Context: an optimization exercise on an open-source flow, tuned for small area. The choices shown serve that exercise and are no tape-out recipe. Only simulation tests tie the RTL to the original design; equivalence was not proved. Power is estimated from default activity; no workload was simulated.

## flow/run.sh

```bash
#!/bin/bash
# synth_recipe.tcl (not shown) runs the flow's synth.tcl, then flattens the netlist and writes it again
# the make line also repeats each setting of config.mk as NAME=value (left out here)
make -C /OpenROAD-flow-scripts/flow DESIGN_CONFIG=/design/flow/config.mk WORK_HOME=/design/flow/orfs CLKGATE_MAP_FILE= SYNTH_SCRIPT=/design/flow/synth_recipe.tcl finish
```

## flow/config.mk

```make
export PLATFORM = sky130hd
export DESIGN_NAME = myclint
export DESIGN_NICKNAME = myclint
export VERILOG_FILES = /design/flow/design.v
export SDC_FILE = /design/flow/constraint.sdc
export NUM_CORES = 4
export LEC_CHECK = 0
export CAP_MARGIN = 20
export CORE_MARGIN = 2
export CORE_UTILIZATION = 40
export SLEW_MARGIN = 20
```

## flow/constraint.sdc

```tcl
create_clock -name core_clock -period 6.0 [get_ports {clk}]
set_input_delay 1.2000 -clock core_clock [delete_from_list [all_inputs] [get_ports {clk}]]
set_output_delay 1.2000 -clock core_clock [all_outputs]
set_load 0.01 [all_outputs]
```

## flow/design.v

```verilog
`timescale 1ns / 1ps
module myclint #(
    parameter ADDR_W  = 32,
    parameter DATA_W  = 32,
    parameter N_CORES = 8
) (
    input                 clk,  
    input                 rt_clk,  
    input                 reset,  
    input                 valid,  
    input  [ADDR_W-1:0]   address,  
    input  [DATA_W-1:0]   wdata,  
    input  [DATA_W/8-1:0] wstrb,  
    output [DATA_W-1:0]   rdata,  
    output                ready,  
    output [N_CORES-1:0]  mtip,  
    output [N_CORES-1:0]  msip   
);
  localparam AddrSelWidth = (N_CORES == 1) ? 1 : $clog2(N_CORES);
  localparam [15:0] MSIP_BASE     = 16'h0;
  localparam [15:0] MTIMECMP_BASE = 16'h4000;
  localparam [15:0] MTIME_BASE    = 16'hbff8;
  wire   write;
  assign write = (wstrb == {4'hF});
  wire sel_timecmp = valid && (address[15:0]>=MTIMECMP_BASE) && (address[15:0]<(MTIMECMP_BASE+8*N_CORES));
  wire sel_time    = valid && (address[15:0]>=MTIME_BASE) && (address[15:0]<(MTIME_BASE+8));
  wire sel_msip    = valid && (address[15:0]>=MSIP_BASE) && (address[15:0]<(MSIP_BASE+4*N_CORES));
  reg [DATA_W-1:0] rdata_reg;
  assign rdata = rdata_reg;
  reg [63:0]        mtime_reg;
  reg [63:0]        mtimecmp_reg [N_CORES-1:0];
  reg [N_CORES-1:0] mtip_reg;
  reg               timer_rsp;
  reg               timecmp_rsp;
  wire increment_timer;
  assign mtip = mtip_reg;
  integer k, c;
  always @ ( * ) begin
    if (reset)
      for (k=0; k<N_CORES; k=k+1) begin
        mtip_reg[k] = {1'b0};
      end
    else
      for (k=0; k<N_CORES; k=k+1) begin
        mtip_reg[k] = (mtime_reg >= mtimecmp_reg[k][63:0]);
      end
  end
  always @ ( posedge clk ) begin
    if (reset) begin
      for (c=0; c<N_CORES; c=c+1) begin
        mtimecmp_reg[c] <= {64{1'b1}};
      end
      timecmp_rsp <= 0;
    end else if (sel_timecmp) begin
      if (write)
        mtimecmp_reg[address[AddrSelWidth+2:3]][(address[2]+1)*DATA_W-1 -:DATA_W] <= wdata;
      timecmp_rsp <= 1;
    end else begin
      timecmp_rsp <= 0;
    end
  end
  always @ ( posedge clk ) begin
    if (increment_timer) begin
      mtime_reg <= mtime_reg + 1;
    end
    if (reset) begin
      mtime_reg <= {64{1'b0}};
      timer_rsp <= 0;
    end else if (sel_time) begin
      if (write)
        mtime_reg[(address[2]+1)*DATA_W-1 -: DATA_W] <= wdata;
      timer_rsp <= 1;
    end else begin
      timer_rsp <= 0;
    end
  end
  reg [N_CORES-1:0] msip_reg;
  reg               msip_rsp;
  assign msip = msip_reg;
  integer j;
  always @ ( posedge clk ) begin
    if (reset) begin
      for (j=0; j<N_CORES; j=j+1) begin
        msip_reg[j] <= {1'b0};
      end
      msip_rsp <= 0;
    end else if (sel_msip) begin
      if (write) begin
        msip_reg[address[AddrSelWidth+1:2]] <= wdata[0];
      end
      msip_rsp <= 1;
    end else begin
      msip_rsp <= 0;
    end
  end
  always @ ( posedge clk ) begin
    if (reset)
      rdata_reg <= {DATA_W{1'b0}};
    else if (sel_timecmp && !write)
      rdata_reg <= mtimecmp_reg[address[AddrSelWidth+2:3]][(address[2]+1)*DATA_W-1 -: DATA_W];
    else if (sel_time && !write)
      rdata_reg <= mtime_reg[(address[2]+1)*DATA_W-1 -: DATA_W];
    else if (sel_msip && !write)
      rdata_reg <= {{31{1'b0}}, msip_reg[address[AddrSelWidth+1:2]]};
  end
  reg ready_reg;
  always @ ( posedge clk )
    ready_reg <= msip_rsp || timer_rsp || timecmp_rsp;
  assign ready = ready_reg;
  localparam STAGES = 2;
  wire rtc_value;
  reg  rtc_previous;
  reg  [STAGES-1:0] rtc_states;
  assign increment_timer =  rtc_value & (~rtc_previous);  
  assign rtc_value = rtc_states[STAGES-1];
  always @( posedge clk ) begin
    if (reset)
        rtc_states <= {STAGES{1'b0}};
    else
        rtc_states <= {rtc_states[STAGES-2:0], rt_clk};
  end
  always @( posedge clk ) begin
    if (reset)
        rtc_previous <= 1'b0;
    else
        rtc_previous <= rtc_value;
  end
endmodule
```

==> out/results.tsv <==
metric	value	unit
status	timing/DRC/antenna clean	
Final Cycle Share	98.6	%
most common cell in the netlist	nand2_1	
DR WL/cell	28.4	um
synth cell count leaders	nand2_1 (778), inv_1 (529), ha_1 (516), edfxtp_1 (512), a21oi_1 (266)	
Worst Max-Slew Pin Slew	1170	ps
register bit count reported by yosys	623	
max cap viols	0	
initial antenna violation count	17	
leading post-synthesis cells by cell area	edfxtp_1 (38%), ha_1 (16%), nand2_1 (7.2%), dfxtp_1 (5.5%), inv_1 (4.9%)	
CP Class	reg2out	
Worst Hold Endpoint	ready_reg	
Cell Pwr Density	228	nW/um^2
post-synth top area cell	edfxtp_1	
Mapped Avg Cell Area	9.64	um^2
worst-path fanout max	14	
unrepaired setup endpoints after global routing	false	
die area	104000	um^2
Sink Count	623	
Worst-Skew Late Latency	660	ps
ys async rst share	0	%
DRT iter0 DRCs	4604	
clock-pin slew of the registers on the worst-case setup and hold paths	60	ps
port buffer count	102	
layout net count	4925	
Slew headroom	21.1	%
WHS Path Cells	1	
CTS buffer count	72	
Setup Viol. Count Final	0	
Boundary Pins	121	
hold path start	timecmp_rsp	
Setup crit end kind	output port	
ANT nets after route	0	
peak supply drop	187	uV
Leakage	20.2	nW
layout cells sized above 1	8.36	%
cells on worst reg2reg path	9	
CP startpoint kind	flip-flop	
mapped cell area	40500	um^2
Remaining DRCs	0	
r2r setup slk	2490	ps
top_reg_cell synth	edfxtp_1	
die width	322	um
Placer Congestion	1.01	
Syn Nets	4786	
final hold violations	0	
setup TNS	0	ps
first drt pass iteration count	8	
WP data required	4800	ps
fin crit period	5920	ps
Initial Utilization	40.4	%
max FFs per register	512	
Cell Rows	116	
YS warnings	1	
post_cts resized	0	
grt total ovfl	0	
root buffer cell	clkbuf_16	
DP Wirelength	118000	um
core area	100000	um^2
total power	10.5	mW
Post-DP Area	43700	um^2
global-route wire length before repair	231000	um
worst-path cell chain	ha_1, a21oi_1, nor2_1, a211oi_1, o21ai_0, o311ai_1, a21o_1, o211ai_1, clkdlybuf4s50_1	
Critical R2R Launch	mtime_reg[11]	
vias per cell	6.02	
All-Layer GR Usage	31.0	%
P&R area growth vs syn	13.7	%
postcts setup bufs	0	
slowest cell on the critical path	o311ai_1	
largest net degree at the start of global routing	69	
reg-to-reg endpoint	mtime_reg[61]	
total number of vias	34200	
WHS	412	ps
die span in y	322	um
Netlist cell types	72	
Hold Path Class	reg2reg	
Cells after Synth	4198	
skew final	37.3	ps
Util after Layout	45.9	%
CTS max path bufs	3	
TritonCTS clock tree	built	
Fmax	169	MHz
max-slew violation count	0	
vias in the first global route	32300	
WL final	161000	um
Design Area, Final	46000	um^2
arrival time of the worst setup path	4720	ps
Post-synth EDFFs	512	
sequential area share after synthesis	43.5	%
Synth top area share	38.0	%
max incr delay on CP	1050	ps
H-Tree Depth	3	
Post-CTS Hold Buffers	0	
## cell usage in the layout, fill, tap and decap left out, types with 12 or more instances in the layout
cell type / netlist / layout
and3_1: 14 / 14
buf_4: 6 / 135
xnor2_1: 26 / 26
nand2b_1: 12 / 12
edfxtp_1: 512 / 512
o21ai_0: 175 / 167
nand2_1: 778 / 777
xor2_1: 33 / 33
a22o_1: 14 / 14
a221oi_1: 36 / 36
mux4_2: 47 / 47
ha_1: 516 / 516
dfxtp_1: 111 / 111
nor4_1: 20 / 20
a21o_1: 106 / 106
nor2_1: 200 / 187
nor2b_1: 26 / 22
clkbuf_1: 87 / 14
a22oi_1: 24 / 24
a221o_1: 14 / 14
mux2_2: 12 / 12
a211oi_1: 71 / 71
a21oi_1: 266 / 266
nand4_1: 104 / 104
nor3_1: 32 / 31
or3_1: 14 / 14
inv_1: 529 / 527
o211ai_1: 39 / 39
nand3_1: 67 / 66
clkdlybuf4s50_1: 0 / 97
clkbuf_16: 0 / 76
mux2i_1: 71 / 71
## worst max-delay path, delay by kind of cell, from the launching register on
kind | cells | cell delay [ps]
AND/OR/NAND/NOR | 1 | 70
buffers and inverters | 1 | 560
AO/OA/AOI/OAI | 6 | 2500
flip-flops | 1 | 570
adder cells (fa/ha/maj) | 1 | 350
## how the worst max path moves through the flow
stage / slack, ps / from / to / cells past startpoint
after CTS: 280 / mtime_reg[4] / mtip[1] / 9
final: 80 / mtime_reg[4] / mtip[1] / 9
after detailed placement: 980 / mtime_reg[4] / mtip[1] / 9
after global routing: 160 / mtime_reg[4] / mtip[1] / 9
after floorplan: 920 / address[4] / mtimecmp_reg[6][0] / 6
after global placement: 1000 / mtime_reg[4] / mtip[1] / 9
## routing by layer
layer  GRT usage (%)  vias up  wire, um
li1                -    15300         -
met4            16.2       10      9520
met5               0        -        69
met3            8.03      390     21000
met1            42.5    16400     64800
met2            44.7     2154     66100
## cell families (layout without fill, tap and decap cells)
family / Yosys count / count (layout) / share of synthesized area (%)
simple gates: 1326 / 1326 / 14.5
xor+xnor: 59 / 59 / 1.28
fa+ha+maj: 516 / 516 / 16.0
buf+inv: 705 / 897 / 6.80
flops: 623 / 623 / 43.5
other cells: 0 / 1 / 0
mux: 130 / 130 / 4.71
compound gates: 839 / 839 / 13.3
## area by class of cell
cell class | count | area [um^2]
fill | 9416 | 54100
multi-input combinational | 2870 | 20400
sequential | 623 | 17600
timing repair buffer | 240 | 2120
clock buffer | 97 | 2040
inverter | 530 | 1990
tap | 1298 | 1620
clock inverter | 30 | 268
antenna | 1 | 2.50
## stage by stage
| stage | instances | setup slack [ps] |
|---|---|---|
| after floorplan | 4198 | 921 |
| after global placement | 5561 | 1000 |
| after detailed placement | 5561 | 977 |
| after CTS | 5688 | 277 |
| after global routing | 5688 | 164 |
| final | 5689 | 81.3 |
## report_power, final
| part | switching [mW] | internal, mW | leakage, nW | total (mW) |
|---|---|---|---|---|
| registers | 0.0983 | 4.85 | 6.06 | 4.95 |
| logic | 0.762 | 0.321 | 13.0 | 1.08 |
| clock network | 1.93 | 2.52 | 1.14 | 4.45 |
| total | 2.79 | 7.69 | 20.2 | 10.5 |

afterwards: timing with drivers on the ports:
The results above use ideal ports. As a check the final layout listed here was re-extracted and re-timed, cells and wires unchanged.
Step 1: set_driving_cell puts a clkbuf_16 on clk and a buf_2 on each other input, an assumption about the parent block.
Step 2 times the ports against the registers' clock, not the clock port: input delays grow and output delays shrink by t, the midpoint of the rising clock arrivals with the driver on.
a / b / c = no drivers / after step 1 / after step 2; a / b = the first two.
t, ns: 0.708
setup WS [ns]: 0.081 / 0.012 / 0.721
worst data-port slew with drivers (ns): 0.10
After both steps setup and hold are still met in this run. The setup slack of this run moves by -0.069 ns with the drivers and by +0.640 ns with both steps.
